From an optimization exercise on the open Yosys and OpenROAD flow, aimed at small area; shortcuts taken in it are not production practice.
The RTL was checked by simulation tests, not by an equivalence proof against the original design.

==> module cache_system_2way, before the edit <==
module cache_system_2way (
    input             clk,
    input             rst,
    input      [10:0] addr,
    input             read,
    input      [31:0] mem_rdata,
    output     [31:0] read_data,
    output reg        l1_hit,
    output reg        l2_hit
);
    wire [2:0] tg2 = addr[10:8];     
    wire       b   = addr[7];        
    wire [2:0] s   = addr[6:4];      
    wire [3:0] i2  = addr[7:4];      
    reg [7:0]  m1, f1;               
    reg [15:0] m2, f2;               
    reg [63:0] pc;                   
    reg [2:0] t2 [0:31];             
    reg [15:0] lb;                   
    reg [15:0] lw;                   
    reg [15:0] lo;                   
    reg [2:0] ot [0:7];              
    wire m1s = m1[s];
    wire f1s = f1[s];
    wire m2s = m2[i2];
    wire f2s = f2[i2];
    wire [7:0] pcs = pc[s*8 +: 8];
    wire [2:0] og  = (pcs[2:0] > 3'd4) ? 3'd4 : pcs[2:0];
    wire [1:0] r0  = pcs[4:3];
    wire [1:0] a1c = (pcs[6:5] == 2'd3) ? 2'd2 : pcs[6:5];
    wire [1:0] r1  = a1c + {1'b0, a1c >= r0};
    wire [1:0] rlo = (r0 < r1) ? r0 : r1;
    wire [1:0] rhi = (r0 < r1) ? r1 : r0;
    wire [1:0] x1  = {1'b0, pcs[7]} + {1'b0, {1'b0, pcs[7]} >= rlo};
    wire [1:0] r2  = x1 + {1'b0, x1 >= rhi};
    wire [1:0] r3  = r0 ^ r1 ^ r2;
    wire [2:0] p0  = {1'b0, r0} + {2'b0, {1'b0, r0} >= og};
    wire [2:0] p1  = {1'b0, r1} + {2'b0, {1'b0, r1} >= og};
    wire [2:0] p2  = {1'b0, r2} + {2'b0, {1'b0, r2} >= og};
    wire [2:0] p3  = {1'b0, r3} + {2'b0, {1'b0, r3} >= og};
    wire [11:0] pg = {p3, p2, p1, p0};
    wire [2:0] t2_0 = t2[{s, b, 1'b0}];
    wire [2:0] t2_1 = t2[{s, b, 1'b1}];
    wire tm0 = (t2_0 == tg2);
    wire tm1 = (t2_1 == tg2);
    wire h2_0 = f2s & tm0;
    wire h2_1 = (f2s | m2s) & tm1;
    wire hit2 = h2_0 | h2_1;
    wire otm = (ot[s] == tg2);
    wire lb0 = lb[{s, 1'b0}], lb1 = lb[{s, 1'b1}];
    wire lw0 = lw[{s, 1'b0}], lw1 = lw[{s, 1'b1}];
    wire lo0 = lo[{s, 1'b0}], lo1 = lo[{s, 1'b1}];
    wire h1_0 = f1s & (lb0 == b) & (lo0 ? otm : (lw0 ? tm1 : tm0));
    wire h1_1 = (f1s | m1s) & (lb1 == b) & (lo1 ? otm : (lw1 ? tm1 : tm0));
    wire hit1 = h1_0 | h1_1;
    wire v1 = ~m1s;                  
    wire v2 = ~m2s;                  
    wire u  = m1s;                   
    wire lo_h = h1_1 ? lo1 : lo0;
    wire lw_h = h1_1 ? lw1 : lw0;
    wire [2:0] slot_l1 = lo_h ? og : pg[{b, lw_h} * 3 +: 3];
    wire [2:0] slot_l2 = pg[{b, h2_1} * 3 +: 3];
    wire [2:0] slot_v  = pg[{b, v2} * 3 +: 3];
    wire lb_u = u ? lb1 : lb0;
    wire lw_u = u ? lw1 : lw0;
    wire lo_u = u ? lo1 : lo0;
    wire keep = (f1s | m1s) & ~lo_u & (lb_u == b) & (lw_u == v2);
    wire miss1 = read & ~hit1;
    wire miss2 = miss1 & ~hit2;
    wire [2:0] slot_w = keep ? og : slot_v;      
    wire [1:0] ev = {b, v2};
    wire [2:0] q0 = (ev == 2'd0) ? og : p0;
    wire [2:0] q1 = (ev == 2'd1) ? og : p1;
    wire [2:0] q2 = (ev == 2'd2) ? og : p2;
    wire [2:0] q3 = (ev == 2'd3) ? og : p3;
    wire [1:0] n0 = q0 - {2'b0, q0 > slot_v};
    wire [1:0] n1 = q1 - {2'b0, q1 > slot_v};
    wire [1:0] n2 = q2 - {2'b0, q2 > slot_v};
    wire [1:0] c1 = n1 - {1'b0, n1 > n0};
    wire [1:0] c2 = n2 - {1'b0, n2 > n0} - {1'b0, n2 > n1};
    wire [7:0] pc_new = {c2[0], c1, n0, slot_v};
    reg [2:0] rg;                    
    reg [2:0] rk;                    
    always @(posedge clk or posedge rst) begin
        if (rst) begin
            m1 <= 8'd0;
            f1 <= 8'd0;
            m2 <= 16'd0;
            f2 <= 16'd0;
            pc <= 64'd0;
            l1_hit <= 1'b0;
            l2_hit <= 1'b0;
            rg <= 3'd0;
            rk <= 3'd7;              
        end else if (read) begin
            l1_hit <= hit1;
            l2_hit <= ~hit1 & hit2;
            rg <= s;
            if (hit1) begin
                m1[s] <= h1_1;
                rk <= slot_l1;
            end else begin
                m1[s] <= v1;
                f1[s] <= f1s | m1s;
                if (hit2) begin
                    rk <= slot_l2;
                end else begin
                    rk <= slot_w;
                    m2[i2] <= v2;
                    f2[i2] <= f2s | m2s;
                    if (keep)
                        pc[s*8 +: 8] <= pc_new;
                end
            end
        end
    end
    always @(posedge clk) begin
        if (miss1) begin
            lb[{s, v1}] <= b;
            lo[{s, v1}] <= 1'b0;
            lw[{s, v1}] <= hit2 ? h2_1 : v2;
        end
        if (miss2) begin
            t2[{s, b, v2}] <= tg2;
            if (keep) begin
                lo[{s, u}] <= 1'b1;
                ot[s] <= v2 ? t2_1 : t2_0;
            end
        end
    end
    reg [31:0] rd_or;
    wire [31:0] dq [0:39];
    integer n;
    always @(*) begin
        rd_or = 32'd0;
        for (n = 0; n < 40; n = n + 1)
            rd_or = rd_or | ({32{rg == n / 5 && rk == n % 5}} & dq[n]);
    end
    assign read_data = rd_or;
    genvar g, k;
    generate
        for (g = 0; g < 8; g = g + 1) begin : g_grp
            for (k = 0; k < 5; k = k + 1) begin : g_slot
                reg [31:0] q;
                assign dq[g * 5 + k] = q;
                always @(posedge clk)
                    if (miss2 && s == g && slot_w == k)
                        q <= mem_rdata;
            end
        end
    endgenerate
endmodule
export LEC_CHECK = 0
export CAP_MARGIN = 0
export CORE_MARGIN = 2
export CORE_UTILIZATION = 80
export SLEW_MARGIN = 0
create_clock -name core_clock -period 10.0 [get_ports {clk}]
standard.sh (not shown) runs the stock make flow with config.mk's settings and CLKGATE_MAP_FILE= SYNTH_SCRIPT=/design/flow/synth_recipe.tcl, a recipe that flattens the netlist after the stock synthesis.
==> flow/flow/run.sh <==
#!/bin/bash
# Own layout flow: the standard flow (standard.sh) with
#  * an area-oriented ABC script in the standard synthesis (flow/area.abc;
#    Yosys's abc command is wrapped so that only its -script argument changes,
#    registers are mapped by dfflibmap before ABC exactly as in standard.sh synth),
#  * clock tree options: no dummy loads, chosen clock buffers and clustering,
#  * a small buffer cell for the port buffers.
# Each tool's output goes to a log file in the work folder (make.log, and
# ORFS's per-step logs under orfs/logs/).
set -euo pipefail
W=$PWD
{
  echo "proc abc {args} {"
  echo "  set i [lsearch -exact \$args -script]"
  echo "  if {\$i >= 0} { lset args [expr {\$i + 1}] {$W/flow/area.abc} }"
  echo "  yosys abc {*}\$args"
  echo "}"
  cat "$W/synth_recipe.tcl"
} > "$W/flow_synth.tcl"

CTS="-sink_clustering_enable -repair_clock_nets -dont_use_dummy_load"
CTS="$CTS $(cat "$W/flow/cts_args.txt")"

bash "$W/standard.sh" \
  "SYNTH_SCRIPT=$W/flow_synth.tcl" \
  "CTS_ARGS=$CTS" \
  "BUFFER_PORTS_ARGS=-buffer_cell sky130_fd_sc_hd__buf_1" \
  "${FLOW_TARGET:-finish}" > "$W/make.log" 2>&1
==> flow/flow/area.abc <==
&get -n
&st
&syn2
&dch
&nf -R 1000 -p -F 8 -A 8
&put
topo
==> flow/flow/cts_args.txt <==
-sink_clustering_size 25 -sink_clustering_max_diameter 90 -buf_list {sky130_fd_sc_hd__clkbuf_16}
The starting point produced a layout that fails on max-capacitance violations, max-slew violations, negative setup slack.
Change:
--- a/flow/design.v
+++ b/flow/design.v
@@ -12,37 +12,24 @@
     wire [2:0] tg2 = addr[10:8];     
     wire       b   = addr[7];        
     wire [2:0] s   = addr[6:4];      
     wire [3:0] i2  = addr[7:4];      
     reg [7:0]  m1, f1;               
     reg [15:0] m2, f2;               
-    reg [63:0] pc;                   
+    reg [95:0] pp;                   
     reg [2:0] t2 [0:31];             
     reg [15:0] lb;                   
     reg [15:0] lw;                   
     reg [15:0] lo;                   
     reg [2:0] ot [0:7];              
     wire m1s = m1[s];
     wire f1s = f1[s];
     wire m2s = m2[i2];
     wire f2s = f2[i2];
-    wire [7:0] pcs = pc[s*8 +: 8];
-    wire [2:0] og  = (pcs[2:0] > 3'd4) ? 3'd4 : pcs[2:0];
-    wire [1:0] r0  = pcs[4:3];
-    wire [1:0] a1c = (pcs[6:5] == 2'd3) ? 2'd2 : pcs[6:5];
-    wire [1:0] r1  = a1c + {1'b0, a1c >= r0};
-    wire [1:0] rlo = (r0 < r1) ? r0 : r1;
-    wire [1:0] rhi = (r0 < r1) ? r1 : r0;
-    wire [1:0] x1  = {1'b0, pcs[7]} + {1'b0, {1'b0, pcs[7]} >= rlo};
-    wire [1:0] r2  = x1 + {1'b0, x1 >= rhi};
-    wire [1:0] r3  = r0 ^ r1 ^ r2;
-    wire [2:0] p0  = {1'b0, r0} + {2'b0, {1'b0, r0} >= og};
-    wire [2:0] p1  = {1'b0, r1} + {2'b0, {1'b0, r1} >= og};
-    wire [2:0] p2  = {1'b0, r2} + {2'b0, {1'b0, r2} >= og};
-    wire [2:0] p3  = {1'b0, r3} + {2'b0, {1'b0, r3} >= og};
-    wire [11:0] pg = {p3, p2, p1, p0};
+    wire [11:0] pg = pp[s*12 +: 12];
+    wire [2:0]  og = pg[2:0] ^ pg[5:3] ^ pg[8:6] ^ pg[11:9] ^ 3'd4;
     wire [2:0] t2_0 = t2[{s, b, 1'b0}];
     wire [2:0] t2_1 = t2[{s, b, 1'b1}];
     wire tm0 = (t2_0 == tg2);
     wire tm1 = (t2_1 == tg2);
     wire h2_0 = f2s & tm0;
     wire h2_1 = (f2s | m2s) & tm1;
@@ -66,32 +53,21 @@
     wire lw_u = u ? lw1 : lw0;
     wire lo_u = u ? lo1 : lo0;
     wire keep = (f1s | m1s) & ~lo_u & (lb_u == b) & (lw_u == v2);
     wire miss1 = read & ~hit1;
     wire miss2 = miss1 & ~hit2;
     wire [2:0] slot_w = keep ? og : slot_v;      
-    wire [1:0] ev = {b, v2};
-    wire [2:0] q0 = (ev == 2'd0) ? og : p0;
-    wire [2:0] q1 = (ev == 2'd1) ? og : p1;
-    wire [2:0] q2 = (ev == 2'd2) ? og : p2;
-    wire [2:0] q3 = (ev == 2'd3) ? og : p3;
-    wire [1:0] n0 = q0 - {2'b0, q0 > slot_v};
-    wire [1:0] n1 = q1 - {2'b0, q1 > slot_v};
-    wire [1:0] n2 = q2 - {2'b0, q2 > slot_v};
-    wire [1:0] c1 = n1 - {1'b0, n1 > n0};
-    wire [1:0] c2 = n2 - {1'b0, n2 > n0} - {1'b0, n2 > n1};
-    wire [7:0] pc_new = {c2[0], c1, n0, slot_v};
     reg [2:0] rg;                    
     reg [2:0] rk;                    
     always @(posedge clk or posedge rst) begin
         if (rst) begin
             m1 <= 8'd0;
             f1 <= 8'd0;
             m2 <= 16'd0;
             f2 <= 16'd0;
-            pc <= 64'd0;
+            pp <= {8{3'd3, 3'd2, 3'd1, 3'd0}};
             l1_hit <= 1'b0;
             l2_hit <= 1'b0;
             rg <= 3'd0;
             rk <= 3'd7;              
         end else if (read) begin
             l1_hit <= hit1;
@@ -107,13 +83,13 @@
                     rk <= slot_l2;
                 end else begin
                     rk <= slot_w;
                     m2[i2] <= v2;
                     f2[i2] <= f2s | m2s;
                     if (keep)
-                        pc[s*8 +: 8] <= pc_new;
+                        pp[{s, b, v2} * 3 +: 3] <= og;
                 end
             end
         end
     end
     always @(posedge clk) begin
         if (miss1) begin
Effect: Now the flow finished clean; area after synthesis went up by 1.2%; die area is higher by 1.2%; clock-buffer cell count is unchanged; core utilization shrinks by 2.3 points; routed wire length went down by 11%; via count is lower by 3.8%.

==> what the ideal ports hide <==
The results above use ideal ports. As a check the final layouts listed here were re-extracted and re-timed, cells and wires unchanged.
Step 1 sets driving cells, clkbuf_16 on the clock port and buf_2 on the other inputs (assumed; they add their load-dependent delay and slew).
Step 2 also shifts input and output timing later by t, the mid clock arrival at the registers, as if the neighbouring blocks saw the same clock.
Slacks: ideal / step 1 / step 2; pairs: ideal / step 1.
| run | t (ns) | setup WS [ns] | worst setup path after step 2 |
|---|---|---|---|
| the first run | 0.698 | -0.105 / -0.102 / -0.800 | input to register |
| the second run | 0.720 | 1.534 / 1.577 / 0.857 | input to register |
For the first run, which loses most, drivers alone change the setup slack by +0.003 ns; drivers and shift together by -0.695 ns.
